What follows belongs to an exercise in optimizing a design on an open flow for small area, a short achievable clock period and few clock cycles; a production flow would make more cautious choices. At most, simulation tests tie the RTL to the original design; equivalence was not proved. No functional check of the RTL was part of run 2.

==> flow/design.v, too long to show whole: its modules and the start of the top module <==
// module dot_prod: 1074 lines
// module dp_fa: 4 lines
// module dp_fx: 4 lines
// module dp_pc: 4 lines
// module dp_gc: 3 lines
// module dp_ha: 4 lines
module dot_prod (
  input wire clk, r_enable,
  input wire[9:0] init_i_t_a,
  input wire signed[63:0] init_acc_t_a,
  output wire[9:0] a_addr,
  input wire signed[26:0] a_rdata,
  output wire[9:0] b_addr,
  input wire signed[26:0] b_rdata,
  output reg w_enable,
  output reg signed[63:0] result
);
  // ...
==> flow/flow/run.sh <==
#!/bin/bash
# Standard ORFS layout, except:
#  - port buffers are sky130_fd_sc_hd__buf_2 instead of the resizer's default pick;
#  - repair_timing (after CTS and global route) aims for extra setup slack.
set -euo pipefail
export BUFFER_PORTS_ARGS="-buffer_cell sky130_fd_sc_hd__buf_2"
export SETUP_SLACK_MARGIN=10.1
bash standard.sh > run_standard.log 2>&1
==> flow/standard.sh <==
#!/bin/bash
# synth_recipe.tcl (not shown) runs the flow's synth.tcl, then flattens the netlist and writes it again
# the make line also repeats each setting of config.mk as NAME=value (left out here)
make -C /OpenROAD-flow-scripts/flow DESIGN_CONFIG=/design/flow/config.mk WORK_HOME=/design/flow/orfs CLKGATE_MAP_FILE= SYNTH_SCRIPT=/design/flow/synth_recipe.tcl "${@:-finish}"
==> flow/config.mk <==
export PLATFORM = sky130hd
export DESIGN_NAME = dot_prod
export DESIGN_NICKNAME = dot_prod
export VERILOG_FILES = /design/flow/design.v
export SDC_FILE = /design/flow/constraint.sdc
export NUM_CORES = 4
export LEC_CHECK = 0
export CAP_MARGIN = 20
export CORE_MARGIN = 2
export CORE_UTILIZATION = 60
export CTS_CLUSTER_SIZE = 40
export SLEW_MARGIN = 60
export SYNTH_HIERARCHICAL = 1
export SYNTH_MINIMUM_KEEP_SIZE = 0
==> flow/constraint.sdc <==
create_clock -name core_clock -period 14.0 [get_ports {clk}]
set_input_delay 2.8000 -clock core_clock [delete_from_list [all_inputs] [get_ports {clk}]]
set_output_delay 2.8000 -clock core_clock [all_outputs]
set_load 0.01 [all_outputs]
==> metrics.md, run 1 <==
| Metric | Value |
|---|---|
| Status | `complete, no violations` |
| Non-CTS buffers | `379` |
| F_max | `0.2507 GHz` |
| Minimum clock period | `3.988 ns` |
| Setup slack at placement | `9.378 ns` |
| Area leader, netlist | `fa_1` |
| Clock root cell | `clkbuf_16` |
| Residual DRC | `0` |
| Final Wtd Congestion | `0.9114` |
| Finished Core Util | `0.6813` |
| Fin Hold WS | `0.4413 ns` |
| Largest family of logic cells by synthesized area | `adder cells` |
| Die area | `44290 µm²` |
| Clock buf/inv share | `0.03490` |
| EDFF count, synth | `64` |
| Seq. cell area | `5762 µm²` |
| Synth Net Count | `2968` |
| FFs w/ async S/R, synth | `0` |
| Total grt overflow | `0` |
| Max FFs per register | `64` |
| GRT met2 Usage | `0.5319` |
| Most frequent cells in the layout | `xnor2_1 (427), fa_1 (358), a22oi_1 (338)` |
| Multi-input comb cells | `1844` |
| Postcts setup bufs | `70` |
| Finished Layout Cells | `3108` |
| ANT cells | `0` |
| DR top layer | `met5` |
| Yosys warns | `7` |
| Reg2reg start | `btwo[12]` |
| Largest net degree at the start of global routing | `89` |
| Top-count cell post-synth | `xnor2_1` |
| Worst flop-to-flop path endpoint | `c[29]` |
| Worst-Margin Slew | `0.5916 ns` |
| Top Ports | `215` |
| Worst Setup End Kind | `output pin` |
| Fraction of area in multi-input gates | `0.6504` |
| Synthesized area | `25570 µm²` |
| Post-CTS Hold Buffers | `0` |
Testbench counts, summed over its fixed seeds: cycles 64,256.
==> run 2: changes to the inputs <==
==> flow/design.v (replaced) <==
`default_nettype none
module dot_prod (
  input wire clk, r_enable,
  input wire[9:0] init_i_t_a,
  input wire signed[63:0] init_acc_t_a,
  output wire[9:0] a_addr,
  input wire signed[26:0] a_rdata,
  output wire[9:0] b_addr,
  input wire signed[26:0] b_rdata,
  output reg w_enable,
  output reg signed[63:0] result
);
  reg [9:0] k;
  assign a_addr = k;
  assign b_addr = k;
  wire stop = (k == 10'd1000);
  reg v1, v2, v3;   
  reg q1, q2;       
  always @(posedge clk) begin
    if (r_enable) begin
      k <= init_i_t_a;
      v1 <= 1'b0;
      v2 <= 1'b0;
      v3 <= 1'b0;
      q1 <= 1'b0;
      q2 <= 1'b0;
      w_enable <= 1'b0;
    end else begin
      if (!stop) k <= k + 10'd1;
      v1 <= !stop;
      v2 <= v1;
      v3 <= v2;
      q1 <= stop;
      q2 <= q1;
      w_enable <= q2;
    end
  end
  reg [26:0] ra;
  reg [13:0] bone, btwo, bneg;
  wire [27:0] bx = {b_rdata[26], b_rdata};
  wire [13:0] e_one, e_two, e_neg;
  genvar gi;
  generate
    for (gi = 0; gi < 14; gi = gi + 1) begin : enc
      wire bl = (gi == 0) ? 1'b0 : bx[2*gi-1];
      wire bm = bx[2*gi];
      wire bh = bx[2*gi+1];
      assign e_one[gi] = bm ^ bl;
      assign e_two[gi] = (bh & ~bm & ~bl) | (~bh & bm & bl);
      assign e_neg[gi] = bh;
    end
  endgenerate
  always @(posedge clk) begin
    ra <= a_rdata;
    bone <= e_one;
    btwo <= e_two;
    bneg <= e_neg;
  end
  wire [27:0] ax = {ra[26], ra};
  wire [27:0] pp0;
  wire [27:0] pp1;
  wire [27:0] pp2;
  wire [27:0] pp3;
  wire [27:0] pp4;
  wire [27:0] pp5;
  wire [27:0] pp6;
  wire [27:0] pp7;
  wire [27:0] pp8;
  wire [27:0] pp9;
  wire [27:0] pp10;
  wire [27:0] pp11;
  wire [27:0] pp12;
  wire [27:0] pp13;
  generate
    for (gi = 0; gi < 28; gi = gi + 1) begin : sel
      wire alo = (gi == 0) ? 1'b0 : ax[gi-1];
      wire y0 = ((bone[0] & ax[gi]) | (btwo[0] & alo)) ^ bneg[0];
      assign pp0[gi] = (gi == 27) ? ~y0 : y0;
      wire y1 = ((bone[1] & ax[gi]) | (btwo[1] & alo)) ^ bneg[1];
      assign pp1[gi] = (gi == 27) ? ~y1 : y1;
      wire y2 = ((bone[2] & ax[gi]) | (btwo[2] & alo)) ^ bneg[2];
      assign pp2[gi] = (gi == 27) ? ~y2 : y2;
      wire y3 = ((bone[3] & ax[gi]) | (btwo[3] & alo)) ^ bneg[3];
      assign pp3[gi] = (gi == 27) ? ~y3 : y3;
      wire y4 = ((bone[4] & ax[gi]) | (btwo[4] & alo)) ^ bneg[4];
      assign pp4[gi] = (gi == 27) ? ~y4 : y4;
      wire y5 = ((bone[5] & ax[gi]) | (btwo[5] & alo)) ^ bneg[5];
      assign pp5[gi] = (gi == 27) ? ~y5 : y5;
      wire y6 = ((bone[6] & ax[gi]) | (btwo[6] & alo)) ^ bneg[6];
      assign pp6[gi] = (gi == 27) ? ~y6 : y6;
      wire y7 = ((bone[7] & ax[gi]) | (btwo[7] & alo)) ^ bneg[7];
      assign pp7[gi] = (gi == 27) ? ~y7 : y7;
      wire y8 = ((bone[8] & ax[gi]) | (btwo[8] & alo)) ^ bneg[8];
      assign pp8[gi] = (gi == 27) ? ~y8 : y8;
      wire y9 = ((bone[9] & ax[gi]) | (btwo[9] & alo)) ^ bneg[9];
      assign pp9[gi] = (gi == 27) ? ~y9 : y9;
      wire y10 = ((bone[10] & ax[gi]) | (btwo[10] & alo)) ^ bneg[10];
      assign pp10[gi] = (gi == 27) ? ~y10 : y10;
      wire y11 = ((bone[11] & ax[gi]) | (btwo[11] & alo)) ^ bneg[11];
      assign pp11[gi] = (gi == 27) ? ~y11 : y11;
      wire y12 = ((bone[12] & ax[gi]) | (btwo[12] & alo)) ^ bneg[12];
      assign pp12[gi] = (gi == 27) ? ~y12 : y12;
      wire y13 = ((bone[13] & ax[gi]) | (btwo[13] & alo)) ^ bneg[13];
      assign pp13[gi] = (gi == 27) ? ~y13 : y13;
    end
  endgenerate
  wire [312:0] fs, fc;
  wire [37:0] hs, hc;
  dp_ha u_ha0 (.a(bneg[12]), .b(pp0[24]), .s(hs[0]), .co(hc[0]));
  dp_ha u_ha1 (.a(pp0[25]), .b(pp10[5]), .s(hs[1]), .co(hc[1]));
  dp_fa u_fa0 (.a(bneg[13]), .b(pp0[26]), .c(pp10[6]), .s(fs[0]), .co(fc[0]));
  dp_ha u_ha2 (.a(pp11[4]), .b(pp12[2]), .s(hs[2]), .co(hc[2]));
  assign fs[1] = ~(pp0[27] ^ pp10[7]);
  assign fc[1] = pp0[27] | pp10[7];
  dp_fa u_fa2 (.a(pp11[5]), .b(pp12[3]), .c(pp13[1]), .s(fs[2]), .co(fc[2]));
  assign fs[3] = ~(pp10[8] ^ pp11[6]);
  assign fc[3] = pp10[8] | pp11[6];
  dp_ha u_ha3 (.a(pp12[4]), .b(pp13[2]), .s(hs[3]), .co(hc[3]));
  dp_fa u_fa4 (.a(pp10[9]), .b(pp11[7]), .c(pp12[5]), .s(fs[4]), .co(fc[4]));
  assign hs[4] = ~pp10[10];
  assign hc[4] = pp10[10];
  dp_ha u_ha5 (.a(bneg[8]), .b(pp0[16]), .s(hs[5]), .co(hc[5]));
  dp_ha u_ha6 (.a(pp0[17]), .b(pp1[15]), .s(hs[6]), .co(hc[6]));
  dp_fa u_fa5 (.a(bneg[9]), .b(pp0[18]), .c(pp1[16]), .s(fs[5]), .co(fc[5]));
  dp_ha u_ha7 (.a(pp2[14]), .b(pp3[12]), .s(hs[7]), .co(hc[7]));
  dp_fa u_fa6 (.a(pp0[19]), .b(pp1[17]), .c(pp2[15]), .s(fs[6]), .co(fc[6]));
  dp_ha u_ha8 (.a(pp3[13]), .b(pp4[11]), .s(hs[8]), .co(hc[8]));
  dp_fa u_fa7 (.a(bneg[10]), .b(pp0[20]), .c(pp10[0]), .s(fs[7]), .co(fc[7]));
  dp_fa u_fa8 (.a(pp1[18]), .b(pp2[16]), .c(pp3[14]), .s(fs[8]), .co(fc[8]));
  dp_ha u_ha9 (.a(pp4[12]), .b(pp5[10]), .s(hs[9]), .co(hc[9]));
  dp_fa u_fa9 (.a(pp0[21]), .b(pp10[1]), .c(pp1[19]), .s(fs[9]), .co(fc[9]));
  dp_fa u_fa10 (.a(pp2[17]), .b(pp3[15]), .c(pp4[13]), .s(fs[10]), .co(fc[10]));
  dp_ha u_ha10 (.a(pp5[11]), .b(pp6[9]), .s(hs[10]), .co(hc[10]));
  dp_fa u_fa11 (.a(bneg[11]), .b(pp0[22]), .c(pp10[2]), .s(fs[11]), .co(fc[11]));
  dp_fa u_fa12 (.a(pp11[0]), .b(pp1[20]), .c(pp2[18]), .s(fs[12]), .co(fc[12]));
  dp_fa u_fa13 (.a(pp3[16]), .b(pp4[14]), .c(pp5[12]), .s(fs[13]), .co(fc[13]));
  dp_ha u_ha11 (.a(pp6[10]), .b(pp7[8]), .s(hs[11]), .co(hc[11]));
  dp_fa u_fa14 (.a(pp0[23]), .b(pp10[3]), .c(pp11[1]), .s(fs[14]), .co(fc[14]));
  dp_fa u_fa15 (.a(pp1[21]), .b(pp2[19]), .c(pp3[17]), .s(fs[15]), .co(fc[15]));
  dp_fa u_fa16 (.a(pp4[15]), .b(pp5[13]), .c(pp6[11]), .s(fs[16]), .co(fc[16]));
  dp_ha u_ha12 (.a(pp7[9]), .b(pp8[7]), .s(hs[12]), .co(hc[12]));
  dp_fa u_fa17 (.a(pp10[4]), .b(pp11[2]), .c(pp12[0]), .s(fs[17]), .co(fc[17]));
  dp_fa u_fa18 (.a(pp1[22]), .b(pp2[20]), .c(pp3[18]), .s(fs[18]), .co(fc[18]));
  dp_fa u_fa19 (.a(pp4[16]), .b(pp5[14]), .c(pp6[12]), .s(fs[19]), .co(fc[19]));
  dp_fa u_fa20 (.a(pp7[10]), .b(pp8[8]), .c(pp9[6]), .s(fs[20]), .co(fc[20]));
  dp_fa u_fa21 (.a(pp11[3]), .b(pp12[1]), .c(pp1[23]), .s(fs[21]), .co(fc[21]));
  dp_fa u_fa22 (.a(pp2[21]), .b(pp3[19]), .c(pp4[17]), .s(fs[22]), .co(fc[22]));
  dp_fa u_fa23 (.a(pp5[15]), .b(pp6[13]), .c(pp7[11]), .s(fs[23]), .co(fc[23]));
  dp_fa u_fa24 (.a(pp8[9]), .b(pp9[7]), .c(hc[0]), .s(fs[24]), .co(fc[24]));
  dp_fa u_fa25 (.a(pp13[0]), .b(pp1[24]), .c(pp2[22]), .s(fs[25]), .co(fc[25]));
  dp_fa u_fa26 (.a(pp3[20]), .b(pp4[18]), .c(pp5[16]), .s(fs[26]), .co(fc[26]));
  dp_fa u_fa27 (.a(pp6[14]), .b(pp7[12]), .c(pp8[10]), .s(fs[27]), .co(fc[27]));
  dp_fa u_fa28 (.a(pp9[8]), .b(hc[1]), .c(hs[2]), .s(fs[28]), .co(fc[28]));
  dp_fa u_fa29 (.a(pp1[25]), .b(pp2[23]), .c(pp3[21]), .s(fs[29]), .co(fc[29]));
  dp_fa u_fa30 (.a(pp4[19]), .b(pp5[17]), .c(pp6[15]), .s(fs[30]), .co(fc[30]));
  dp_fa u_fa31 (.a(pp7[13]), .b(pp8[11]), .c(pp9[9]), .s(fs[31]), .co(fc[31]));
  dp_fa u_fa32 (.a(hc[2]), .b(fc[0]), .c(fs[1]), .s(fs[32]), .co(fc[32]));
  dp_fa u_fa33 (.a(pp1[26]), .b(pp2[24]), .c(pp3[22]), .s(fs[33]), .co(fc[33]));
  dp_fa u_fa34 (.a(pp4[20]), .b(pp5[18]), .c(pp6[16]), .s(fs[34]), .co(fc[34]));
  dp_fa u_fa35 (.a(pp7[14]), .b(pp8[12]), .c(pp9[10]), .s(fs[35]), .co(fc[35]));
  dp_fa u_fa36 (.a(hs[3]), .b(fc[1]), .c(fc[2]), .s(fs[36]), .co(fc[36]));
  dp_fa u_fa37 (.a(pp13[3]), .b(pp1[27]), .c(pp2[25]), .s(fs[37]), .co(fc[37]));
  dp_fa u_fa38 (.a(pp3[23]), .b(pp4[21]), .c(pp5[19]), .s(fs[38]), .co(fc[38]));
  dp_fa u_fa39 (.a(pp6[17]), .b(pp7[15]), .c(pp8[13]), .s(fs[39]), .co(fc[39]));
  dp_fa u_fa40 (.a(pp9[11]), .b(hc[3]), .c(fc[3]), .s(fs[40]), .co(fc[40]));
  dp_fa u_fa41 (.a(pp11[8]), .b(pp12[6]), .c(pp13[4]), .s(fs[41]), .co(fc[41]));
  dp_fa u_fa42 (.a(pp2[26]), .b(pp3[24]), .c(pp4[22]), .s(fs[42]), .co(fc[42]));
  dp_fa u_fa43 (.a(pp5[20]), .b(pp6[18]), .c(pp7[16]), .s(fs[43]), .co(fc[43]));
  dp_fa u_fa44 (.a(pp8[14]), .b(pp9[12]), .c(hs[4]), .s(fs[44]), .co(fc[44]));
  dp_fa u_fa45 (.a(pp10[11]), .b(pp11[9]), .c(pp12[7]), .s(fs[45]), .co(fc[45]));
  dp_fa u_fa46 (.a(pp13[5]), .b(pp2[27]), .c(pp3[25]), .s(fs[46]), .co(fc[46]));
  dp_fa u_fa47 (.a(pp4[23]), .b(pp5[21]), .c(pp6[19]), .s(fs[47]), .co(fc[47]));
  dp_fa u_fa48 (.a(pp7[17]), .b(pp8[15]), .c(pp9[13]), .s(fs[48]), .co(fc[48]));
  assign fs[49] = ~(pp10[12] ^ pp11[10]);
  assign fc[49] = pp10[12] | pp11[10];
  dp_fa u_fa50 (.a(pp12[8]), .b(pp13[6]), .c(pp3[26]), .s(fs[50]), .co(fc[50]));
  dp_fa u_fa51 (.a(pp4[24]), .b(pp5[22]), .c(pp6[20]), .s(fs[51]), .co(fc[51]));
  dp_ha u_ha13 (.a(pp7[18]), .b(pp8[16]), .s(hs[13]), .co(hc[13]));
  dp_fa u_fa52 (.a(pp10[13]), .b(pp11[11]), .c(pp12[9]), .s(fs[52]), .co(fc[52]));
  dp_fa u_fa53 (.a(pp13[7]), .b(pp3[27]), .c(pp4[25]), .s(fs[53]), .co(fc[53]));
  dp_fa u_fa54 (.a(pp5[23]), .b(pp6[21]), .c(pp7[19]), .s(fs[54]), .co(fc[54]));
  assign fs[55] = ~(pp10[14] ^ pp11[12]);
  assign fc[55] = pp10[14] | pp11[12];
  dp_fa u_fa56 (.a(pp12[10]), .b(pp13[8]), .c(pp4[26]), .s(fs[56]), .co(fc[56]));
  dp_ha u_ha14 (.a(pp5[24]), .b(pp6[22]), .s(hs[14]), .co(hc[14]));
  dp_fa u_fa57 (.a(pp10[15]), .b(pp11[13]), .c(pp12[11]), .s(fs[57]), .co(fc[57]));
  dp_fa u_fa58 (.a(pp13[9]), .b(pp4[27]), .c(pp5[25]), .s(fs[58]), .co(fc[58]));
  assign fs[59] = ~(pp10[16] ^ pp11[14]);
  assign fc[59] = pp10[16] | pp11[14];
  dp_ha u_ha15 (.a(pp12[12]), .b(pp13[10]), .s(hs[15]), .co(hc[15]));
  dp_fa u_fa60 (.a(pp10[17]), .b(pp11[15]), .c(pp12[13]), .s(fs[60]), .co(fc[60]));
  assign hs[16] = ~pp10[18];
  assign hc[16] = pp10[18];
  dp_ha u_ha17 (.a(bneg[5]), .b(pp0[10]), .s(hs[17]), .co(hc[17]));
  dp_ha u_ha18 (.a(pp0[11]), .b(pp1[9]), .s(hs[18]), .co(hc[18]));
  dp_fa u_fa61 (.a(bneg[6]), .b(pp0[12]), .c(pp1[10]), .s(fs[61]), .co(fc[61]));
  dp_ha u_ha19 (.a(pp2[8]), .b(pp3[6]), .s(hs[19]), .co(hc[19]));
  dp_fa u_fa62 (.a(pp0[13]), .b(pp1[11]), .c(pp2[9]), .s(fs[62]), .co(fc[62]));
  dp_ha u_ha20 (.a(pp3[7]), .b(pp4[5]), .s(hs[20]), .co(hc[20]));
  dp_fa u_fa63 (.a(bneg[7]), .b(pp0[14]), .c(pp1[12]), .s(fs[63]), .co(fc[63]));
  dp_fa u_fa64 (.a(pp2[10]), .b(pp3[8]), .c(pp4[6]), .s(fs[64]), .co(fc[64]));
  dp_ha u_ha21 (.a(pp5[4]), .b(pp6[2]), .s(hs[21]), .co(hc[21]));
  dp_fa u_fa65 (.a(pp0[15]), .b(pp1[13]), .c(pp2[11]), .s(fs[65]), .co(fc[65]));
  dp_fa u_fa66 (.a(pp3[9]), .b(pp4[7]), .c(pp5[5]), .s(fs[66]), .co(fc[66]));
  dp_ha u_ha22 (.a(pp6[3]), .b(pp7[1]), .s(hs[22]), .co(hc[22]));
  dp_fa u_fa67 (.a(pp1[14]), .b(pp2[12]), .c(pp3[10]), .s(fs[67]), .co(fc[67]));
  dp_fa u_fa68 (.a(pp4[8]), .b(pp5[6]), .c(pp6[4]), .s(fs[68]), .co(fc[68]));
  dp_fa u_fa69 (.a(pp7[2]), .b(pp8[0]), .c(hs[5]), .s(fs[69]), .co(fc[69]));
  dp_fa u_fa70 (.a(pp2[13]), .b(pp3[11]), .c(pp4[9]), .s(fs[70]), .co(fc[70]));
  dp_fa u_fa71 (.a(pp5[7]), .b(pp6[5]), .c(pp7[3]), .s(fs[71]), .co(fc[71]));
  dp_fa u_fa72 (.a(pp8[1]), .b(hc[5]), .c(hs[6]), .s(fs[72]), .co(fc[72]));
  dp_fa u_fa73 (.a(pp4[10]), .b(pp5[8]), .c(pp6[6]), .s(fs[73]), .co(fc[73]));
  dp_fa u_fa74 (.a(pp7[4]), .b(pp8[2]), .c(pp9[0]), .s(fs[74]), .co(fc[74]));
  dp_fa u_fa75 (.a(hc[6]), .b(hs[7]), .c(fs[5]), .s(fs[75]), .co(fc[75]));
  dp_fa u_fa76 (.a(pp5[9]), .b(pp6[7]), .c(pp7[5]), .s(fs[76]), .co(fc[76]));
  dp_fa u_fa77 (.a(pp8[3]), .b(pp9[1]), .c(hc[7]), .s(fs[77]), .co(fc[77]));
  dp_fa u_fa78 (.a(hs[8]), .b(fc[5]), .c(fs[6]), .s(fs[78]), .co(fc[78]));
  dp_fa u_fa79 (.a(pp6[8]), .b(pp7[6]), .c(pp8[4]), .s(fs[79]), .co(fc[79]));
  dp_fa u_fa80 (.a(pp9[2]), .b(hc[8]), .c(hs[9]), .s(fs[80]), .co(fc[80]));
  dp_fa u_fa81 (.a(fc[6]), .b(fs[7]), .c(fs[8]), .s(fs[81]), .co(fc[81]));
  dp_fa u_fa82 (.a(pp7[7]), .b(pp8[5]), .c(pp9[3]), .s(fs[82]), .co(fc[82]));
  dp_fa u_fa83 (.a(hc[9]), .b(hs[10]), .c(fc[7]), .s(fs[83]), .co(fc[83]));
  dp_fa u_fa84 (.a(fc[8]), .b(fs[10]), .c(fs[9]), .s(fs[84]), .co(fc[84]));
  dp_fa u_fa85 (.a(pp8[6]), .b(pp9[4]), .c(hc[10]), .s(fs[85]), .co(fc[85]));
  dp_fa u_fa86 (.a(hs[11]), .b(fc[10]), .c(fc[9]), .s(fs[86]), .co(fc[86]));
  dp_fa u_fa87 (.a(fs[11]), .b(fs[12]), .c(fs[13]), .s(fs[87]), .co(fc[87]));
  dp_fa u_fa88 (.a(pp9[5]), .b(hc[11]), .c(hs[12]), .s(fs[88]), .co(fc[88]));
  dp_fa u_fa89 (.a(fc[11]), .b(fc[12]), .c(fc[13]), .s(fs[89]), .co(fc[89]));
  dp_fa u_fa90 (.a(fs[14]), .b(fs[15]), .c(fs[16]), .s(fs[90]), .co(fc[90]));
  dp_fa u_fa91 (.a(hc[12]), .b(hs[0]), .c(fc[14]), .s(fs[91]), .co(fc[91]));
  dp_fa u_fa92 (.a(fc[15]), .b(fc[16]), .c(fs[17]), .s(fs[92]), .co(fc[92]));
  dp_fa u_fa93 (.a(fs[18]), .b(fs[19]), .c(fs[20]), .s(fs[93]), .co(fc[93]));
  dp_fa u_fa94 (.a(hs[1]), .b(fc[17]), .c(fc[18]), .s(fs[94]), .co(fc[94]));
  dp_fa u_fa95 (.a(fc[19]), .b(fc[20]), .c(fs[21]), .s(fs[95]), .co(fc[95]));
  dp_fa u_fa96 (.a(fs[22]), .b(fs[23]), .c(fs[24]), .s(fs[96]), .co(fc[96]));
  dp_fa u_fa97 (.a(fc[21]), .b(fc[22]), .c(fc[23]), .s(fs[97]), .co(fc[97]));
  dp_fa u_fa98 (.a(fs[0]), .b(fs[25]), .c(fs[26]), .s(fs[98]), .co(fc[98]));
  dp_fa u_fa99 (.a(fs[27]), .b(fc[24]), .c(fs[28]), .s(fs[99]), .co(fc[99]));
  dp_fa u_fa100 (.a(fc[25]), .b(fc[26]), .c(fc[27]), .s(fs[100]), .co(fc[100]));
  dp_fa u_fa101 (.a(fs[29]), .b(fs[2]), .c(fs[30]), .s(fs[101]), .co(fc[101]));
  dp_fa u_fa102 (.a(fs[31]), .b(fc[28]), .c(fs[32]), .s(fs[102]), .co(fc[102]));
  dp_fa u_fa103 (.a(fc[29]), .b(fc[30]), .c(fc[31]), .s(fs[103]), .co(fc[103]));
  dp_fa u_fa104 (.a(fs[33]), .b(fs[34]), .c(fs[35]), .s(fs[104]), .co(fc[104]));
  dp_fa u_fa105 (.a(fs[3]), .b(fc[32]), .c(fs[36]), .s(fs[105]), .co(fc[105]));
  dp_fa u_fa106 (.a(fc[33]), .b(fc[34]), .c(fc[35]), .s(fs[106]), .co(fc[106]));
  dp_fa u_fa107 (.a(fs[37]), .b(fs[38]), .c(fs[39]), .s(fs[107]), .co(fc[107]));
  dp_fa u_fa108 (.a(fs[4]), .b(fc[36]), .c(fs[40]), .s(fs[108]), .co(fc[108]));
  dp_fa u_fa109 (.a(fc[37]), .b(fc[38]), .c(fc[39]), .s(fs[109]), .co(fc[109]));
  dp_fa u_fa110 (.a(fc[4]), .b(fs[41]), .c(fs[42]), .s(fs[110]), .co(fc[110]));
  dp_fa u_fa111 (.a(fs[43]), .b(fc[40]), .c(fs[44]), .s(fs[111]), .co(fc[111]));
  dp_fa u_fa112 (.a(hc[4]), .b(fc[41]), .c(fc[42]), .s(fs[112]), .co(fc[112]));
  dp_fa u_fa113 (.a(fc[43]), .b(fs[45]), .c(fs[46]), .s(fs[113]), .co(fc[113]));
  dp_fa u_fa114 (.a(fs[47]), .b(fs[48]), .c(fc[44]), .s(fs[114]), .co(fc[114]));
  dp_fa u_fa115 (.a(pp9[14]), .b(hs[13]), .c(fc[45]), .s(fs[115]), .co(fc[115]));
  dp_fa u_fa116 (.a(fc[46]), .b(fc[47]), .c(fc[48]), .s(fs[116]), .co(fc[116]));
  dp_fa u_fa117 (.a(fs[49]), .b(fs[50]), .c(fs[51]), .s(fs[117]), .co(fc[117]));
  dp_fa u_fa118 (.a(pp8[17]), .b(pp9[15]), .c(hc[13]), .s(fs[118]), .co(fc[118]));
  dp_fa u_fa119 (.a(fc[49]), .b(fc[50]), .c(fc[51]), .s(fs[119]), .co(fc[119]));
  dp_fa u_fa120 (.a(fs[52]), .b(fs[53]), .c(fs[54]), .s(fs[120]), .co(fc[120]));
  dp_fa u_fa121 (.a(pp7[20]), .b(pp8[18]), .c(pp9[16]), .s(fs[121]), .co(fc[121]));
  dp_fa u_fa122 (.a(hs[14]), .b(fc[52]), .c(fc[53]), .s(fs[122]), .co(fc[122]));
  dp_fa u_fa123 (.a(fc[54]), .b(fs[55]), .c(fs[56]), .s(fs[123]), .co(fc[123]));
  dp_fa u_fa124 (.a(pp6[23]), .b(pp7[21]), .c(pp8[19]), .s(fs[124]), .co(fc[124]));
  dp_fa u_fa125 (.a(pp9[17]), .b(hc[14]), .c(fc[55]), .s(fs[125]), .co(fc[125]));
  dp_fa u_fa126 (.a(fc[56]), .b(fs[57]), .c(fs[58]), .s(fs[126]), .co(fc[126]));
  dp_fa u_fa127 (.a(pp5[26]), .b(pp6[24]), .c(pp7[22]), .s(fs[127]), .co(fc[127]));
  dp_fa u_fa128 (.a(pp8[20]), .b(pp9[18]), .c(hs[15]), .s(fs[128]), .co(fc[128]));
  dp_fa u_fa129 (.a(fc[57]), .b(fc[58]), .c(fs[59]), .s(fs[129]), .co(fc[129]));
  dp_fa u_fa130 (.a(pp13[11]), .b(pp5[27]), .c(pp6[25]), .s(fs[130]), .co(fc[130]));
  dp_fa u_fa131 (.a(pp7[23]), .b(pp8[21]), .c(pp9[19]), .s(fs[131]), .co(fc[131]));
  dp_fa u_fa132 (.a(hc[15]), .b(fc[59]), .c(fs[60]), .s(fs[132]), .co(fc[132]));
  dp_fa u_fa133 (.a(pp11[16]), .b(pp12[14]), .c(pp13[12]), .s(fs[133]), .co(fc[133]));
  dp_fa u_fa134 (.a(pp6[26]), .b(pp7[24]), .c(pp8[22]), .s(fs[134]), .co(fc[134]));
  dp_fa u_fa135 (.a(pp9[20]), .b(hs[16]), .c(fc[60]), .s(fs[135]), .co(fc[135]));
  dp_fa u_fa136 (.a(pp10[19]), .b(pp11[17]), .c(pp12[15]), .s(fs[136]), .co(fc[136]));
  dp_fa u_fa137 (.a(pp13[13]), .b(pp6[27]), .c(pp7[25]), .s(fs[137]), .co(fc[137]));
  dp_fa u_fa138 (.a(pp8[23]), .b(pp9[21]), .c(hc[16]), .s(fs[138]), .co(fc[138]));
  assign fs[139] = ~(pp10[20] ^ pp11[18]);
  assign fc[139] = pp10[20] | pp11[18];
  dp_fa u_fa140 (.a(pp12[16]), .b(pp13[14]), .c(pp7[26]), .s(fs[140]), .co(fc[140]));
  dp_ha u_ha23 (.a(pp8[24]), .b(pp9[22]), .s(hs[23]), .co(hc[23]));
  dp_fa u_fa141 (.a(pp10[21]), .b(pp11[19]), .c(pp12[17]), .s(fs[141]), .co(fc[141]));
  dp_fa u_fa142 (.a(pp13[15]), .b(pp7[27]), .c(pp8[25]), .s(fs[142]), .co(fc[142]));
  assign fs[143] = ~(pp10[22] ^ pp11[20]);
  assign fc[143] = pp10[22] | pp11[20];
  dp_ha u_ha24 (.a(pp12[18]), .b(pp13[16]), .s(hs[24]), .co(hc[24]));
  dp_fa u_fa144 (.a(pp10[23]), .b(pp11[21]), .c(pp12[19]), .s(fs[144]), .co(fc[144]));
  assign hs[25] = ~pp10[24];
  assign hc[25] = pp10[24];
  dp_ha u_ha26 (.a(bneg[3]), .b(pp0[6]), .s(hs[26]), .co(hc[26]));
  dp_ha u_ha27 (.a(pp0[7]), .b(pp1[5]), .s(hs[27]), .co(hc[27]));
  dp_fa u_fa145 (.a(bneg[4]), .b(pp0[8]), .c(pp1[6]), .s(fs[145]), .co(fc[145]));
  dp_ha u_ha28 (.a(pp2[4]), .b(pp3[2]), .s(hs[28]), .co(hc[28]));
  dp_fa u_fa146 (.a(pp0[9]), .b(pp1[7]), .c(pp2[5]), .s(fs[146]), .co(fc[146]));
  dp_ha u_ha29 (.a(pp3[3]), .b(pp4[1]), .s(hs[29]), .co(hc[29]));
  dp_fa u_fa147 (.a(pp1[8]), .b(pp2[6]), .c(pp3[4]), .s(fs[147]), .co(fc[147]));
  dp_fa u_fa148 (.a(pp4[2]), .b(pp5[0]), .c(hs[17]), .s(fs[148]), .co(fc[148]));
  dp_fa u_fa149 (.a(pp2[7]), .b(pp3[5]), .c(pp4[3]), .s(fs[149]), .co(fc[149]));
  dp_fa u_fa150 (.a(pp5[1]), .b(hc[17]), .c(hs[18]), .s(fs[150]), .co(fc[150]));
  dp_fa u_fa151 (.a(pp4[4]), .b(pp5[2]), .c(pp6[0]), .s(fs[151]), .co(fc[151]));
  dp_fa u_fa152 (.a(hc[18]), .b(hs[19]), .c(fs[61]), .s(fs[152]), .co(fc[152]));
  dp_fa u_fa153 (.a(pp5[3]), .b(pp6[1]), .c(hc[19]), .s(fs[153]), .co(fc[153]));
  dp_fa u_fa154 (.a(hs[20]), .b(fc[61]), .c(fs[62]), .s(fs[154]), .co(fc[154]));
  dp_fa u_fa155 (.a(pp7[0]), .b(hc[20]), .c(hs[21]), .s(fs[155]), .co(fc[155]));
  dp_fa u_fa156 (.a(fc[62]), .b(fs[63]), .c(fs[64]), .s(fs[156]), .co(fc[156]));
  dp_fa u_fa157 (.a(hc[21]), .b(hs[22]), .c(fc[63]), .s(fs[157]), .co(fc[157]));
  dp_fa u_fa158 (.a(fc[64]), .b(fs[65]), .c(fs[66]), .s(fs[158]), .co(fc[158]));
  dp_fa u_fa159 (.a(hc[22]), .b(fc[65]), .c(fc[66]), .s(fs[159]), .co(fc[159]));
  dp_fa u_fa160 (.a(fs[67]), .b(fs[68]), .c(fs[69]), .s(fs[160]), .co(fc[160]));
  dp_fa u_fa161 (.a(fc[67]), .b(fc[68]), .c(fs[70]), .s(fs[161]), .co(fc[161]));
  dp_fa u_fa162 (.a(fs[71]), .b(fc[69]), .c(fs[72]), .s(fs[162]), .co(fc[162]));
  dp_fa u_fa163 (.a(fc[70]), .b(fc[71]), .c(fs[73]), .s(fs[163]), .co(fc[163]));
  dp_fa u_fa164 (.a(fs[74]), .b(fc[72]), .c(fs[75]), .s(fs[164]), .co(fc[164]));
  dp_fa u_fa165 (.a(fc[73]), .b(fc[74]), .c(fs[76]), .s(fs[165]), .co(fc[165]));
  dp_fa u_fa166 (.a(fs[77]), .b(fc[75]), .c(fs[78]), .s(fs[166]), .co(fc[166]));
  dp_fa u_fa167 (.a(fc[76]), .b(fs[79]), .c(fc[77]), .s(fs[167]), .co(fc[167]));
  dp_fa u_fa168 (.a(fs[80]), .b(fc[78]), .c(fs[81]), .s(fs[168]), .co(fc[168]));
  dp_fa u_fa169 (.a(fc[79]), .b(fs[82]), .c(fc[80]), .s(fs[169]), .co(fc[169]));
  dp_fa u_fa170 (.a(fc[81]), .b(fs[83]), .c(fs[84]), .s(fs[170]), .co(fc[170]));
  dp_fa u_fa171 (.a(fc[82]), .b(fs[85]), .c(fc[83]), .s(fs[171]), .co(fc[171]));
  dp_fa u_fa172 (.a(fc[84]), .b(fs[86]), .c(fs[87]), .s(fs[172]), .co(fc[172]));
  dp_fa u_fa173 (.a(fc[85]), .b(fc[86]), .c(fs[88]), .s(fs[173]), .co(fc[173]));
  dp_fa u_fa174 (.a(fc[87]), .b(fs[89]), .c(fs[90]), .s(fs[174]), .co(fc[174]));
  dp_fa u_fa175 (.a(fc[88]), .b(fc[89]), .c(fc[90]), .s(fs[175]), .co(fc[175]));
  dp_fa u_fa176 (.a(fs[91]), .b(fs[92]), .c(fs[93]), .s(fs[176]), .co(fc[176]));
  dp_fa u_fa177 (.a(fc[91]), .b(fc[92]), .c(fc[93]), .s(fs[177]), .co(fc[177]));
  dp_fa u_fa178 (.a(fs[94]), .b(fs[95]), .c(fs[96]), .s(fs[178]), .co(fc[178]));
  dp_fa u_fa179 (.a(fc[94]), .b(fc[95]), .c(fs[97]), .s(fs[179]), .co(fc[179]));
  dp_fa u_fa180 (.a(fs[98]), .b(fc[96]), .c(fs[99]), .s(fs[180]), .co(fc[180]));
  dp_fa u_fa181 (.a(fc[97]), .b(fc[98]), .c(fs[100]), .s(fs[181]), .co(fc[181]));
  dp_fa u_fa182 (.a(fs[101]), .b(fc[99]), .c(fs[102]), .s(fs[182]), .co(fc[182]));
  dp_fa u_fa183 (.a(fc[100]), .b(fc[101]), .c(fs[103]), .s(fs[183]), .co(fc[183]));
  dp_fa u_fa184 (.a(fs[104]), .b(fc[102]), .c(fs[105]), .s(fs[184]), .co(fc[184]));
  dp_fa u_fa185 (.a(fc[103]), .b(fc[104]), .c(fs[106]), .s(fs[185]), .co(fc[185]));
  dp_fa u_fa186 (.a(fs[107]), .b(fc[105]), .c(fs[108]), .s(fs[186]), .co(fc[186]));
  dp_fa u_fa187 (.a(fc[106]), .b(fc[107]), .c(fs[109]), .s(fs[187]), .co(fc[187]));
  dp_fa u_fa188 (.a(fs[110]), .b(fc[108]), .c(fs[111]), .s(fs[188]), .co(fc[188]));
  dp_fa u_fa189 (.a(fc[109]), .b(fc[110]), .c(fs[112]), .s(fs[189]), .co(fc[189]));
  dp_fa u_fa190 (.a(fs[113]), .b(fc[111]), .c(fs[114]), .s(fs[190]), .co(fc[190]));
  dp_fa u_fa191 (.a(fc[112]), .b(fc[113]), .c(fs[115]), .s(fs[191]), .co(fc[191]));
  dp_fa u_fa192 (.a(fs[116]), .b(fs[117]), .c(fc[114]), .s(fs[192]), .co(fc[192]));
  dp_fa u_fa193 (.a(fs[118]), .b(fc[115]), .c(fc[116]), .s(fs[193]), .co(fc[193]));
  dp_fa u_fa194 (.a(fc[117]), .b(fs[119]), .c(fs[120]), .s(fs[194]), .co(fc[194]));
  dp_fa u_fa195 (.a(fs[121]), .b(fc[118]), .c(fc[119]), .s(fs[195]), .co(fc[195]));
  dp_fa u_fa196 (.a(fc[120]), .b(fs[122]), .c(fs[123]), .s(fs[196]), .co(fc[196]));
  dp_fa u_fa197 (.a(fc[121]), .b(fs[124]), .c(fc[122]), .s(fs[197]), .co(fc[197]));
  dp_fa u_fa198 (.a(fc[123]), .b(fs[125]), .c(fs[126]), .s(fs[198]), .co(fc[198]));
  dp_fa u_fa199 (.a(fc[124]), .b(fs[127]), .c(fc[125]), .s(fs[199]), .co(fc[199]));
  dp_fa u_fa200 (.a(fs[128]), .b(fc[126]), .c(fs[129]), .s(fs[200]), .co(fc[200]));
  dp_fa u_fa201 (.a(fc[127]), .b(fs[130]), .c(fs[131]), .s(fs[201]), .co(fc[201]));
  dp_fa u_fa202 (.a(fc[128]), .b(fc[129]), .c(fs[132]), .s(fs[202]), .co(fc[202]));
  dp_fa u_fa203 (.a(fc[130]), .b(fc[131]), .c(fs[133]), .s(fs[203]), .co(fc[203]));
  dp_fa u_fa204 (.a(fs[134]), .b(fc[132]), .c(fs[135]), .s(fs[204]), .co(fc[204]));
  dp_fa u_fa205 (.a(fc[133]), .b(fc[134]), .c(fs[136]), .s(fs[205]), .co(fc[205]));
  dp_fa u_fa206 (.a(fs[137]), .b(fs[138]), .c(fc[135]), .s(fs[206]), .co(fc[206]));
  dp_fa u_fa207 (.a(hs[23]), .b(fc[136]), .c(fc[137]), .s(fs[207]), .co(fc[207]));
  dp_fa u_fa208 (.a(fs[139]), .b(fs[140]), .c(fc[138]), .s(fs[208]), .co(fc[208]));
  dp_fa u_fa209 (.a(pp9[23]), .b(hc[23]), .c(fc[139]), .s(fs[209]), .co(fc[209]));
  dp_fa u_fa210 (.a(fc[140]), .b(fs[141]), .c(fs[142]), .s(fs[210]), .co(fc[210]));
  dp_fa u_fa211 (.a(pp8[26]), .b(pp9[24]), .c(hs[24]), .s(fs[211]), .co(fc[211]));
  dp_fa u_fa212 (.a(fc[141]), .b(fc[142]), .c(fs[143]), .s(fs[212]), .co(fc[212]));
  dp_fa u_fa213 (.a(pp13[17]), .b(pp8[27]), .c(pp9[25]), .s(fs[213]), .co(fc[213]));
  dp_fa u_fa214 (.a(hc[24]), .b(fc[143]), .c(fs[144]), .s(fs[214]), .co(fc[214]));
  dp_fa u_fa215 (.a(pp11[22]), .b(pp12[20]), .c(pp13[18]), .s(fs[215]), .co(fc[215]));
  dp_fa u_fa216 (.a(pp9[26]), .b(hs[25]), .c(fc[144]), .s(fs[216]), .co(fc[216]));
  dp_fa u_fa217 (.a(pp10[25]), .b(pp11[23]), .c(pp12[21]), .s(fs[217]), .co(fc[217]));
  dp_fa u_fa218 (.a(pp13[19]), .b(pp9[27]), .c(hc[25]), .s(fs[218]), .co(fc[218]));
  assign fs[219] = ~(pp10[26] ^ pp11[24]);
  assign fc[219] = pp10[26] | pp11[24];
  dp_ha u_ha30 (.a(pp12[22]), .b(pp13[20]), .s(hs[30]), .co(hc[30]));
  dp_fa u_fa220 (.a(pp10[27]), .b(pp11[25]), .c(pp12[23]), .s(fs[220]), .co(fc[220]));
  assign hs[31] = ~pp11[26];
  assign hc[31] = pp11[26];
  dp_ha u_ha32 (.a(bneg[2]), .b(pp0[4]), .s(hs[32]), .co(hc[32]));
  dp_ha u_ha33 (.a(pp0[5]), .b(pp1[3]), .s(hs[33]), .co(hc[33]));
  dp_fa u_fa221 (.a(pp1[4]), .b(pp2[2]), .c(pp3[0]), .s(fs[221]), .co(fc[221]));
  dp_fa u_fa222 (.a(pp2[3]), .b(pp3[1]), .c(hc[26]), .s(fs[222]), .co(fc[222]));
  dp_fa u_fa223 (.a(pp4[0]), .b(hc[27]), .c(hs[28]), .s(fs[223]), .co(fc[223]));
  dp_fa u_fa224 (.a(hc[28]), .b(hs[29]), .c(fc[145]), .s(fs[224]), .co(fc[224]));
  dp_fa u_fa225 (.a(hc[29]), .b(fc[146]), .c(fs[147]), .s(fs[225]), .co(fc[225]));
  dp_fa u_fa226 (.a(fc[147]), .b(fs[149]), .c(fc[148]), .s(fs[226]), .co(fc[226]));
  dp_fa u_fa227 (.a(fc[149]), .b(fs[151]), .c(fc[150]), .s(fs[227]), .co(fc[227]));
  dp_fa u_fa228 (.a(fc[151]), .b(fs[153]), .c(fc[152]), .s(fs[228]), .co(fc[228]));
  dp_fa u_fa229 (.a(fc[153]), .b(fs[155]), .c(fc[154]), .s(fs[229]), .co(fc[229]));
  dp_fa u_fa230 (.a(fc[155]), .b(fc[156]), .c(fs[157]), .s(fs[230]), .co(fc[230]));
  dp_fa u_fa231 (.a(fc[157]), .b(fc[158]), .c(fs[159]), .s(fs[231]), .co(fc[231]));
  dp_fa u_fa232 (.a(fc[159]), .b(fs[161]), .c(fc[160]), .s(fs[232]), .co(fc[232]));
  dp_fa u_fa233 (.a(fc[161]), .b(fs[163]), .c(fc[162]), .s(fs[233]), .co(fc[233]));
  dp_fa u_fa234 (.a(fc[163]), .b(fs[165]), .c(fc[164]), .s(fs[234]), .co(fc[234]));
  dp_fa u_fa235 (.a(fc[165]), .b(fs[167]), .c(fc[166]), .s(fs[235]), .co(fc[235]));
  dp_fa u_fa236 (.a(fc[167]), .b(fs[169]), .c(fc[168]), .s(fs[236]), .co(fc[236]));
  dp_fa u_fa237 (.a(fc[169]), .b(fs[171]), .c(fc[170]), .s(fs[237]), .co(fc[237]));
  dp_fa u_fa238 (.a(fc[171]), .b(fs[173]), .c(fc[172]), .s(fs[238]), .co(fc[238]));
  dp_fa u_fa239 (.a(fc[173]), .b(fc[174]), .c(fs[175]), .s(fs[239]), .co(fc[239]));
  dp_fa u_fa240 (.a(fc[175]), .b(fc[176]), .c(fs[177]), .s(fs[240]), .co(fc[240]));
  dp_fa u_fa241 (.a(fc[177]), .b(fs[179]), .c(fc[178]), .s(fs[241]), .co(fc[241]));
  dp_fa u_fa242 (.a(fc[179]), .b(fs[181]), .c(fc[180]), .s(fs[242]), .co(fc[242]));
  dp_fa u_fa243 (.a(fc[181]), .b(fs[183]), .c(fc[182]), .s(fs[243]), .co(fc[243]));
  dp_fa u_fa244 (.a(fc[183]), .b(fs[185]), .c(fc[184]), .s(fs[244]), .co(fc[244]));
  dp_fa u_fa245 (.a(fc[185]), .b(fs[187]), .c(fc[186]), .s(fs[245]), .co(fc[245]));
  dp_fa u_fa246 (.a(fc[187]), .b(fs[189]), .c(fc[188]), .s(fs[246]), .co(fc[246]));
  dp_fa u_fa247 (.a(fc[189]), .b(fs[191]), .c(fc[190]), .s(fs[247]), .co(fc[247]));
  dp_fa u_fa248 (.a(fc[191]), .b(fs[193]), .c(fc[192]), .s(fs[248]), .co(fc[248]));
  dp_fa u_fa249 (.a(fc[193]), .b(fs[195]), .c(fc[194]), .s(fs[249]), .co(fc[249]));
  dp_fa u_fa250 (.a(fc[195]), .b(fs[197]), .c(fc[196]), .s(fs[250]), .co(fc[250]));
  dp_fa u_fa251 (.a(fc[197]), .b(fs[199]), .c(fc[198]), .s(fs[251]), .co(fc[251]));
  dp_fa u_fa252 (.a(fs[201]), .b(fc[199]), .c(fc[200]), .s(fs[252]), .co(fc[252]));
  dp_fa u_fa253 (.a(fc[201]), .b(fs[203]), .c(fc[202]), .s(fs[253]), .co(fc[253]));
  dp_fa u_fa254 (.a(fc[203]), .b(fs[205]), .c(fc[204]), .s(fs[254]), .co(fc[254]));
  dp_fa u_fa255 (.a(fc[205]), .b(fs[207]), .c(fs[208]), .s(fs[255]), .co(fc[255]));
  dp_fa u_fa256 (.a(fc[207]), .b(fs[209]), .c(fs[210]), .s(fs[256]), .co(fc[256]));
  dp_fa u_fa257 (.a(fc[209]), .b(fs[211]), .c(fc[210]), .s(fs[257]), .co(fc[257]));
  dp_fa u_fa258 (.a(fs[213]), .b(fc[211]), .c(fc[212]), .s(fs[258]), .co(fc[258]));
  dp_fa u_fa259 (.a(fc[213]), .b(fs[215]), .c(fc[214]), .s(fs[259]), .co(fc[259]));
  dp_fa u_fa260 (.a(fc[215]), .b(fs[217]), .c(fs[218]), .s(fs[260]), .co(fc[260]));
  dp_fa u_fa261 (.a(hs[30]), .b(fc[217]), .c(fs[219]), .s(fs[261]), .co(fc[261]));
  dp_fa u_fa262 (.a(pp13[21]), .b(hc[30]), .c(fc[219]), .s(fs[262]), .co(fc[262]));
  dp_fa u_fa263 (.a(pp12[24]), .b(pp13[22]), .c(hs[31]), .s(fs[263]), .co(fc[263]));
  dp_fa u_fa264 (.a(pp11[27]), .b(pp12[25]), .c(pp13[23]), .s(fs[264]), .co(fc[264]));
  assign hs[34] = ~pp12[26];
  assign hc[34] = pp12[26];
  dp_ha u_ha35 (.a(bneg[1]), .b(pp0[2]), .s(hs[35]), .co(hc[35]));
  dp_ha u_ha36 (.a(pp0[3]), .b(pp1[1]), .s(hs[36]), .co(hc[36]));
  dp_fa u_fa265 (.a(pp1[2]), .b(pp2[0]), .c(hs[32]), .s(fs[265]), .co(fc[265]));
  dp_fa u_fa266 (.a(pp2[1]), .b(hc[32]), .c(hs[33]), .s(fs[266]), .co(fc[266]));
  dp_fa u_fa267 (.a(hc[33]), .b(hs[26]), .c(fs[221]), .s(fs[267]), .co(fc[267]));
  dp_fa u_fa268 (.a(hs[27]), .b(fc[221]), .c(fs[222]), .s(fs[268]), .co(fc[268]));
  dp_fa u_fa269 (.a(fs[145]), .b(fc[222]), .c(fs[223]), .s(fs[269]), .co(fc[269]));
  dp_fa u_fa270 (.a(fs[146]), .b(fc[223]), .c(fs[224]), .s(fs[270]), .co(fc[270]));
  dp_fa u_fa271 (.a(fc[224]), .b(fs[148]), .c(fs[225]), .s(fs[271]), .co(fc[271]));
  dp_fa u_fa272 (.a(fs[150]), .b(fc[225]), .c(fs[226]), .s(fs[272]), .co(fc[272]));
  dp_fa u_fa273 (.a(fs[152]), .b(fc[226]), .c(fs[227]), .s(fs[273]), .co(fc[273]));
  dp_fa u_fa274 (.a(fs[154]), .b(fc[227]), .c(fs[228]), .s(fs[274]), .co(fc[274]));
  dp_fa u_fa275 (.a(fs[156]), .b(fc[228]), .c(fs[229]), .s(fs[275]), .co(fc[275]));
  dp_fa u_fa276 (.a(fs[158]), .b(fc[229]), .c(fs[230]), .s(fs[276]), .co(fc[276]));
  dp_fa u_fa277 (.a(fc[230]), .b(fs[160]), .c(fs[231]), .s(fs[277]), .co(fc[277]));
  dp_fa u_fa278 (.a(fc[231]), .b(fs[162]), .c(fs[232]), .s(fs[278]), .co(fc[278]));
  dp_fa u_fa279 (.a(fs[164]), .b(fc[232]), .c(fs[233]), .s(fs[279]), .co(fc[279]));
  dp_fa u_fa280 (.a(fs[166]), .b(fc[233]), .c(fs[234]), .s(fs[280]), .co(fc[280]));
  dp_fa u_fa281 (.a(fs[168]), .b(fc[234]), .c(fs[235]), .s(fs[281]), .co(fc[281]));
  dp_fa u_fa282 (.a(fs[170]), .b(fc[235]), .c(fs[236]), .s(fs[282]), .co(fc[282]));
  dp_fa u_fa283 (.a(fs[172]), .b(fc[236]), .c(fs[237]), .s(fs[283]), .co(fc[283]));
  dp_fa u_fa284 (.a(fs[174]), .b(fc[237]), .c(fs[238]), .s(fs[284]), .co(fc[284]));
  dp_fa u_fa285 (.a(fs[176]), .b(fc[238]), .c(fs[239]), .s(fs[285]), .co(fc[285]));
  dp_fa u_fa286 (.a(fs[178]), .b(fc[239]), .c(fs[240]), .s(fs[286]), .co(fc[286]));
  dp_fa u_fa287 (.a(fc[240]), .b(fs[180]), .c(fs[241]), .s(fs[287]), .co(fc[287]));
  dp_fa u_fa288 (.a(fs[182]), .b(fc[241]), .c(fs[242]), .s(fs[288]), .co(fc[288]));
  dp_fa u_fa289 (.a(fs[184]), .b(fc[242]), .c(fs[243]), .s(fs[289]), .co(fc[289]));
  dp_fa u_fa290 (.a(fs[186]), .b(fc[243]), .c(fs[244]), .s(fs[290]), .co(fc[290]));
  dp_fa u_fa291 (.a(fs[188]), .b(fc[244]), .c(fs[245]), .s(fs[291]), .co(fc[291]));
  dp_fa u_fa292 (.a(fs[190]), .b(fc[245]), .c(fs[246]), .s(fs[292]), .co(fc[292]));
  dp_fa u_fa293 (.a(fs[192]), .b(fc[246]), .c(fs[247]), .s(fs[293]), .co(fc[293]));
  dp_fa u_fa294 (.a(fs[194]), .b(fc[247]), .c(fs[248]), .s(fs[294]), .co(fc[294]));
  dp_fa u_fa295 (.a(fs[196]), .b(fc[248]), .c(fs[249]), .s(fs[295]), .co(fc[295]));
  dp_fa u_fa296 (.a(fs[198]), .b(fc[249]), .c(fs[250]), .s(fs[296]), .co(fc[296]));
  dp_fa u_fa297 (.a(fs[200]), .b(fc[250]), .c(fs[251]), .s(fs[297]), .co(fc[297]));
  dp_fa u_fa298 (.a(fs[202]), .b(fc[251]), .c(fs[252]), .s(fs[298]), .co(fc[298]));
  dp_fa u_fa299 (.a(fs[204]), .b(fc[252]), .c(fs[253]), .s(fs[299]), .co(fc[299]));
  dp_fa u_fa300 (.a(fs[206]), .b(fc[253]), .c(fs[254]), .s(fs[300]), .co(fc[300]));
  dp_fa u_fa301 (.a(fc[206]), .b(fs[255]), .c(fc[254]), .s(fs[301]), .co(fc[301]));
  dp_fa u_fa302 (.a(fc[208]), .b(fs[256]), .c(fc[255]), .s(fs[302]), .co(fc[302]));
  dp_fa u_fa303 (.a(fs[212]), .b(fc[256]), .c(fs[257]), .s(fs[303]), .co(fc[303]));
  dp_fa u_fa304 (.a(fs[214]), .b(fc[257]), .c(fs[258]), .s(fs[304]), .co(fc[304]));
  dp_fa u_fa305 (.a(fs[216]), .b(fc[258]), .c(fs[259]), .s(fs[305]), .co(fc[305]));
  dp_fa u_fa306 (.a(fc[216]), .b(fs[260]), .c(fc[259]), .s(fs[306]), .co(fc[306]));
  dp_fa u_fa307 (.a(fc[218]), .b(fs[261]), .c(fc[260]), .s(fs[307]), .co(fc[307]));
  dp_fa u_fa308 (.a(fs[220]), .b(fc[261]), .c(fs[262]), .s(fs[308]), .co(fc[308]));
  dp_fa u_fa309 (.a(fc[220]), .b(fc[262]), .c(fs[263]), .s(fs[309]), .co(fc[309]));
  dp_fa u_fa310 (.a(hc[31]), .b(fs[264]), .c(fc[263]), .s(fs[310]), .co(fc[310]));
  dp_fa u_fa311 (.a(pp13[24]), .b(hs[34]), .c(fc[264]), .s(fs[311]), .co(fc[311]));
  dp_fa u_fa312 (.a(pp12[27]), .b(pp13[25]), .c(hc[34]), .s(fs[312]), .co(fc[312]));
  assign hs[37] = ~pp13[26];
  assign hc[37] = pp13[26];
  reg [53:0] s, c;
  always @(posedge clk) begin
    s <= {pp13[27], hs[37], fs[312], fs[311], fc[309], fc[308], fs[308], fs[307], fc[305], fc[304], fc[303], fs[303], fs[302], fc[300], fc[299], fc[298], fc[297], fc[296], fc[295], fc[294], fc[293], fc[292], fc[291], fc[290], fc[289], fc[288], fc[287], fc[286], fc[285], fc[284], fc[283], fc[282], fc[281], fc[280], fc[279], fc[278], fc[277], fc[276], fc[275], fc[274], fc[273], fc[272], fc[271], fc[270], fc[269], fc[268], fc[267], fc[266], fc[265], hc[36], hc[35], pp1[0], pp0[1], bneg[0]};
    c <= {hc[37], fc[312], fc[311], fc[310], fs[310], fs[309], fc[307], fc[306], fs[306], fs[305], fs[304], fc[302], fc[301], fs[301], fs[300], fs[299], fs[298], fs[297], fs[296], fs[295], fs[294], fs[293], fs[292], fs[291], fs[290], fs[289], fs[288], fs[287], fs[286], fs[285], fs[284], fs[283], fs[282], fs[281], fs[280], fs[279], fs[278], fs[277], fs[276], fs[275], fs[274], fs[273], fs[272], fs[271], fs[270], fs[269], fs[268], fs[267], fs[266], fs[265], hs[36], hs[35], 1'b0, pp0[0]};
  end
  wire [63:0] x2, y2;
  dp_fa u_l2_0 (.a(result[0]), .b(s[0]), .c(c[0]), .s(x2[0]), .co(y2[0]));
  dp_ha u_l2_1 (.a(result[1]), .b(s[1]), .s(x2[1]), .co(y2[1]));
  dp_fa u_l2_2 (.a(result[2]), .b(s[2]), .c(c[2]), .s(x2[2]), .co(y2[2]));
  dp_fa u_l2_3 (.a(result[3]), .b(s[3]), .c(c[3]), .s(x2[3]), .co(y2[3]));
  dp_fa u_l2_4 (.a(result[4]), .b(s[4]), .c(c[4]), .s(x2[4]), .co(y2[4]));
  dp_fa u_l2_5 (.a(result[5]), .b(s[5]), .c(c[5]), .s(x2[5]), .co(y2[5]));
  dp_fa u_l2_6 (.a(result[6]), .b(s[6]), .c(c[6]), .s(x2[6]), .co(y2[6]));
  dp_fa u_l2_7 (.a(result[7]), .b(s[7]), .c(c[7]), .s(x2[7]), .co(y2[7]));
  dp_fa u_l2_8 (.a(result[8]), .b(s[8]), .c(c[8]), .s(x2[8]), .co(y2[8]));
  dp_fa u_l2_9 (.a(result[9]), .b(s[9]), .c(c[9]), .s(x2[9]), .co(y2[9]));
  dp_fa u_l2_10 (.a(result[10]), .b(s[10]), .c(c[10]), .s(x2[10]), .co(y2[10]));
  dp_fa u_l2_11 (.a(result[11]), .b(s[11]), .c(c[11]), .s(x2[11]), .co(y2[11]));
  dp_fa u_l2_12 (.a(result[12]), .b(s[12]), .c(c[12]), .s(x2[12]), .co(y2[12]));
  dp_fa u_l2_13 (.a(result[13]), .b(s[13]), .c(c[13]), .s(x2[13]), .co(y2[13]));
  dp_fa u_l2_14 (.a(result[14]), .b(s[14]), .c(c[14]), .s(x2[14]), .co(y2[14]));
  dp_fa u_l2_15 (.a(result[15]), .b(s[15]), .c(c[15]), .s(x2[15]), .co(y2[15]));
  dp_fa u_l2_16 (.a(result[16]), .b(s[16]), .c(c[16]), .s(x2[16]), .co(y2[16]));
  dp_fa u_l2_17 (.a(result[17]), .b(s[17]), .c(c[17]), .s(x2[17]), .co(y2[17]));
  dp_fa u_l2_18 (.a(result[18]), .b(s[18]), .c(c[18]), .s(x2[18]), .co(y2[18]));
  dp_fa u_l2_19 (.a(result[19]), .b(s[19]), .c(c[19]), .s(x2[19]), .co(y2[19]));
  dp_fa u_l2_20 (.a(result[20]), .b(s[20]), .c(c[20]), .s(x2[20]), .co(y2[20]));
  dp_fa u_l2_21 (.a(result[21]), .b(s[21]), .c(c[21]), .s(x2[21]), .co(y2[21]));
  dp_fa u_l2_22 (.a(result[22]), .b(s[22]), .c(c[22]), .s(x2[22]), .co(y2[22]));
  dp_fa u_l2_23 (.a(result[23]), .b(s[23]), .c(c[23]), .s(x2[23]), .co(y2[23]));
  dp_fa u_l2_24 (.a(result[24]), .b(s[24]), .c(c[24]), .s(x2[24]), .co(y2[24]));
  dp_fa u_l2_25 (.a(result[25]), .b(s[25]), .c(c[25]), .s(x2[25]), .co(y2[25]));
  dp_fa u_l2_26 (.a(result[26]), .b(s[26]), .c(c[26]), .s(x2[26]), .co(y2[26]));
  dp_fa u_l2_27 (.a(result[27]), .b(s[27]), .c(c[27]), .s(x2[27]), .co(y2[27]));
  dp_fa u_l2_28 (.a(result[28]), .b(s[28]), .c(c[28]), .s(x2[28]), .co(y2[28]));
  dp_fa u_l2_29 (.a(result[29]), .b(s[29]), .c(c[29]), .s(x2[29]), .co(y2[29]));
  dp_fa u_l2_30 (.a(result[30]), .b(s[30]), .c(c[30]), .s(x2[30]), .co(y2[30]));
  dp_fa u_l2_31 (.a(result[31]), .b(s[31]), .c(c[31]), .s(x2[31]), .co(y2[31]));
  dp_fa u_l2_32 (.a(result[32]), .b(s[32]), .c(c[32]), .s(x2[32]), .co(y2[32]));
  dp_fa u_l2_33 (.a(result[33]), .b(s[33]), .c(c[33]), .s(x2[33]), .co(y2[33]));
  dp_fa u_l2_34 (.a(result[34]), .b(s[34]), .c(c[34]), .s(x2[34]), .co(y2[34]));
  dp_fa u_l2_35 (.a(result[35]), .b(s[35]), .c(c[35]), .s(x2[35]), .co(y2[35]));
  dp_fa u_l2_36 (.a(result[36]), .b(s[36]), .c(c[36]), .s(x2[36]), .co(y2[36]));
  dp_fa u_l2_37 (.a(result[37]), .b(s[37]), .c(c[37]), .s(x2[37]), .co(y2[37]));
  dp_fa u_l2_38 (.a(result[38]), .b(s[38]), .c(c[38]), .s(x2[38]), .co(y2[38]));
  dp_fa u_l2_39 (.a(result[39]), .b(s[39]), .c(c[39]), .s(x2[39]), .co(y2[39]));
  dp_fa u_l2_40 (.a(result[40]), .b(s[40]), .c(c[40]), .s(x2[40]), .co(y2[40]));
  dp_fa u_l2_41 (.a(result[41]), .b(s[41]), .c(c[41]), .s(x2[41]), .co(y2[41]));
  dp_fa u_l2_42 (.a(result[42]), .b(s[42]), .c(c[42]), .s(x2[42]), .co(y2[42]));
  dp_fa u_l2_43 (.a(result[43]), .b(s[43]), .c(c[43]), .s(x2[43]), .co(y2[43]));
  dp_fa u_l2_44 (.a(result[44]), .b(s[44]), .c(c[44]), .s(x2[44]), .co(y2[44]));
  dp_fa u_l2_45 (.a(result[45]), .b(s[45]), .c(c[45]), .s(x2[45]), .co(y2[45]));
  dp_fa u_l2_46 (.a(result[46]), .b(s[46]), .c(c[46]), .s(x2[46]), .co(y2[46]));
  dp_fa u_l2_47 (.a(result[47]), .b(s[47]), .c(c[47]), .s(x2[47]), .co(y2[47]));
  dp_fa u_l2_48 (.a(result[48]), .b(s[48]), .c(c[48]), .s(x2[48]), .co(y2[48]));
  dp_fa u_l2_49 (.a(result[49]), .b(s[49]), .c(c[49]), .s(x2[49]), .co(y2[49]));
  dp_fa u_l2_50 (.a(result[50]), .b(s[50]), .c(c[50]), .s(x2[50]), .co(y2[50]));
  dp_fa u_l2_51 (.a(result[51]), .b(s[51]), .c(c[51]), .s(x2[51]), .co(y2[51]));
  dp_fa u_l2_52 (.a(result[52]), .b(s[52]), .c(c[52]), .s(x2[52]), .co(y2[52]));
  dp_fa u_l2_53 (.a(result[53]), .b(s[53]), .c(c[53]), .s(x2[53]), .co(y2[53]));
  wire t54 = 1'b0;
  assign x2[54] = ~(result[54] ^ t54);
  assign y2[54] = result[54] | t54;
  assign x2[55] = ~result[55];
  assign y2[55] = result[55];
  assign x2[56] = ~result[56];
  assign y2[56] = result[56];
  assign x2[57] = ~result[57];
  assign y2[57] = result[57];
  assign x2[58] = ~result[58];
  assign y2[58] = result[58];
  assign x2[59] = ~result[59];
  assign y2[59] = result[59];
  assign x2[60] = ~result[60];
  assign y2[60] = result[60];
  assign x2[61] = ~result[61];
  assign y2[61] = result[61];
  assign x2[62] = ~result[62];
  assign y2[62] = result[62];
  assign x2[63] = ~result[63];
  assign y2[63] = result[63];
  wire [63:0] sum = x2 + {y2[62:0], 1'b0};
  always @(posedge clk) begin
    if (r_enable) result <= init_acc_t_a;
    else if (v3) result <= sum;
  end
endmodule
`default_nettype wire
module dp_fa (input wire a, b, c, output wire s, co);
  assign s = a ^ b ^ c;
  assign co = (a & b) | (a & c) | (b & c);
endmodule
module dp_fx (input wire a, b, output wire s, co);
  assign s = ~(a ^ b);
  assign co = a | b;
endmodule
module dp_ha (input wire a, b, output wire s, co);
  assign s = a ^ b;
  assign co = a & b;
endmodule
==> flow/flow/run.sh (replaced) <==
#!/bin/bash
# Standard ORFS layout, except that the port buffers inserted by buffer_ports are
# sky130_fd_sc_hd__buf_2 instead of the resizer's default pick (a clock delay buffer).
set -euo pipefail
export BUFFER_PORTS_ARGS="-buffer_cell sky130_fd_sc_hd__buf_2"
bash standard.sh > run_standard.log 2>&1
==> run 2 against run 1 <==
  * First-iteration DRC count increased by 19%
  * Clock skew increased by 0.036 ns
  * Register-to-register slack got worse by 0.51 ns
  * Area after synthesis increased by 0.63%
  * Sequential share of layout area increased by 0.68 points
  * Maximum frequency decreased by 8.9%
  * Worst setup slack got worse by 0.39 ns
  * Cell count unchanged
  * Via count increased by 4.5%
  * Global-route usage increased by 2.7 points
  * Critical path type is now reg -> reg
  * Highest routed layer is now met4
==> metrics.md, run 2 <==
| Metric | Value |
|---|---|
| Synthesized area | `25730 µm² (was 25570 µm²)` |
| Total of max-cap violations | `0 (unchanged)` |
| Top Ports | `215 (unchanged)` |
| Largest net degree at the start of global routing | `92 (was 89)` |
| Worst Setup End Kind | `register (was output pin)` |
| Area leader, netlist | `fa_1 (unchanged)` |
| Share of layout cells above drive strength 1 | `0.1390 (was 0.1756)` |
| Total grt overflow | `0 (unchanged)` |
| Finished Core Util | `0.6666 (was 0.6813)` |
| Synth Net Count | `3083 (was 2968)` |
| F_max | `0.2283 GHz (was 0.2507 GHz)` |
| Postcts setup bufs | `0 (was 70)` |
| FFs w/ async S/R, synth | `0 (unchanged)` |
| Vias after detailed routing | `20260 (was 19390)` |
| Die area | `44560 µm² (was 44290 µm²)` |
| EDFF count, synth | `74 (was 64)` |
| Routed WL per cell | `25.49 µm (was 23.54 µm)` |
| Finished Layout Cells | `3108 (unchanged)` |
| Yosys cell types | `66 (was 35)` |
| Resized Gates After CTS | `0 (was 21)` |
| Minimum clock period | `4.379 ns (was 3.988 ns)` |
| Final Wtd Congestion | `0.9334 (was 0.9114)` |
| Max FFs per register | `64 (unchanged)` |
| Status | `complete, no violations (unchanged)` |
| ANT cells | `0 (unchanged)` |
| Clock root cell | `clkbuf_16 (unchanged)` |
| List of most frequent post-synthesis cells | `xnor2_1 (397), fa_1 (359), a22oi_1 (338) (was xnor2_1 (427), fa_1 (358), a22oi_1 (338))` |
| Yosys warns | `7 (unchanged)` |
| Top-count cell post-synth | `xnor2_1 (unchanged)` |
| Post-CTS Hold Buffers | `0 (unchanged)` |
| Most frequent cells in the layout | `xnor2_1 (397), fa_1 (359), a22oi_1 (338) (was xnor2_1 (427), fa_1 (358), a22oi_1 (338))` |
| Worst-Margin Slew | `0.5702 ns (was 0.5916 ns)` |
| Residual DRC | `0 (unchanged)` |
| Top reg by flops | `result (unchanged)` |
[run 2: changes by cell type after synthesis, moves of 22 or more]
cell      delta
a21o_1     -159
and2_1     -116
clkbuf_1   +114
buf_2      -100
a21oi_1     +77
nand2_1     +53
nor2_1      +36
o21ai_1     +34
xnor2_1     -30
xor2_1      +27
inv_1       +22
[run 2: area by class of cell]
class / count / area (µm²)
Tap cell: 539 / 674.4
Fill cell: 3437 / 14050
Clock inverter: 16 / 150.1
Sequential cell: 254 / 5839
Clock buffer: 37 / 807.0
Multi-Input combinational cell: 1916 / 18650
Inverter: 59 / 221.5
Timing Repair Buffer: 287 / 1744
[run 2: per-stage QoR]
stage | worst slack (ns) | hold WS [ns] | cell area (µm²)
final | 9.621 | 0.4361 | 28090
after floorplan | 9.352 | 0.3290 | 25730
after global placement | 8.920 | 0.4257 | 26940
after detailed placement | 9.145 | 0.4223 | 27020
after global routing | 9.404 | 0.4590 | 28090
after CTS | 9.586 | 0.4371 | 27980
[run 2: worst max-delay path: stages (launching register included)]
cell and delay (ns):
edfxtp_1 0.45, fa_1 0.50, ha_1 0.38, and2_1 0.22
nand3_1 0.22, or4_1 0.58, a21oi_1 0.38, nor3_1 0.10
o21ai_1 0.35, a21oi_1 0.18, o31a_1 0.38, xnor2_1 0.14
mux2_2 0.26
[run 2: routing by layer]
metal | vias to the layer above | global-route usage | routed length, µm
met5 | - | 0 | 0
met4 | 0 | 0.1132 | 2622
met3 | 220 | 0.09396 | 9142
met2 | 1269 | 0.5489 | 34860
met1 | 10090 | 0.4949 | 32600
li1 | 8687 | - | -
[run 2: logic make-up after synthesis]
group | count (synthesis) | synth area share
adder cells (fa/ha/maj) | 464 | 0.3303
multiplexers | 5 | 0.002188
XOR/XNOR | 466 | 0.1586
AO/OA/AOI/OAI | 654 | 0.1732
AND/OR/NAND/NOR | 327 | 0.05975
buffers and inverters | 319 | 0.04954
flip-flops | 254 | 0.2264
[run 2: final timing paths]
| kind | from | end | slack (ns) | cells past startpoint |
|---|---|---|---|---|
| min reg2reg | q1 | q2 | 0.44 | 1 |
| max reg2reg | result[26] | result[57] | 9.62 | 12 |
| min | q1 | q2 | 0.44 | 1 |
| max | result[26] | result[57] | 9.62 | 12 |
[run 2: per-module statistics from Yosys (local to each module, per instance)]
module,cells inside,times used,area (µm²),flops+latches
dot_prod,2098,1,18150,254
dp_fa,1,358,20.02,0
dp_ha,1,33,12.51,0

-- port drivers added, routing unchanged --
The flow's constraints put no driver on any port. The routed layouts listed below were extracted and timed again, unchanged, in two steps. Step 1 (the two cells are an assumption about what drives the block):
set clk [get_ports {clk}]
set_driving_cell -lib_cell sky130_fd_sc_hd__clkbuf_16 $clk
set_driving_cell -lib_cell sky130_fd_sc_hd__buf_2 [delete_from_list [all_inputs] $clk]
Step 2 times the ports against the registers' clock, not the clock port: input delays grow and output delays shrink by t, the midpoint of the rising clock arrivals with the driver on. Three values: ideal, step 1, step 2; two values: the first two.
run	t (ns)	slack for setup (ns)	hold WS [ns]	worst setup path at the end	worst slew at a driven data input, ns
run 1	0.630	10.012 / 9.956 / 9.752	0.441 / 0.441 / 0.441	input to register	0.06
run 2	0.649	9.621 / 9.621 / 9.203	0.436 / 0.436 / 0.436	input to register	0.07
After both steps setup and hold are still met in every run listed. For run 2, which loses most, drivers alone change the setup slack by 0.000 ns; drivers and shift together by -0.418 ns.
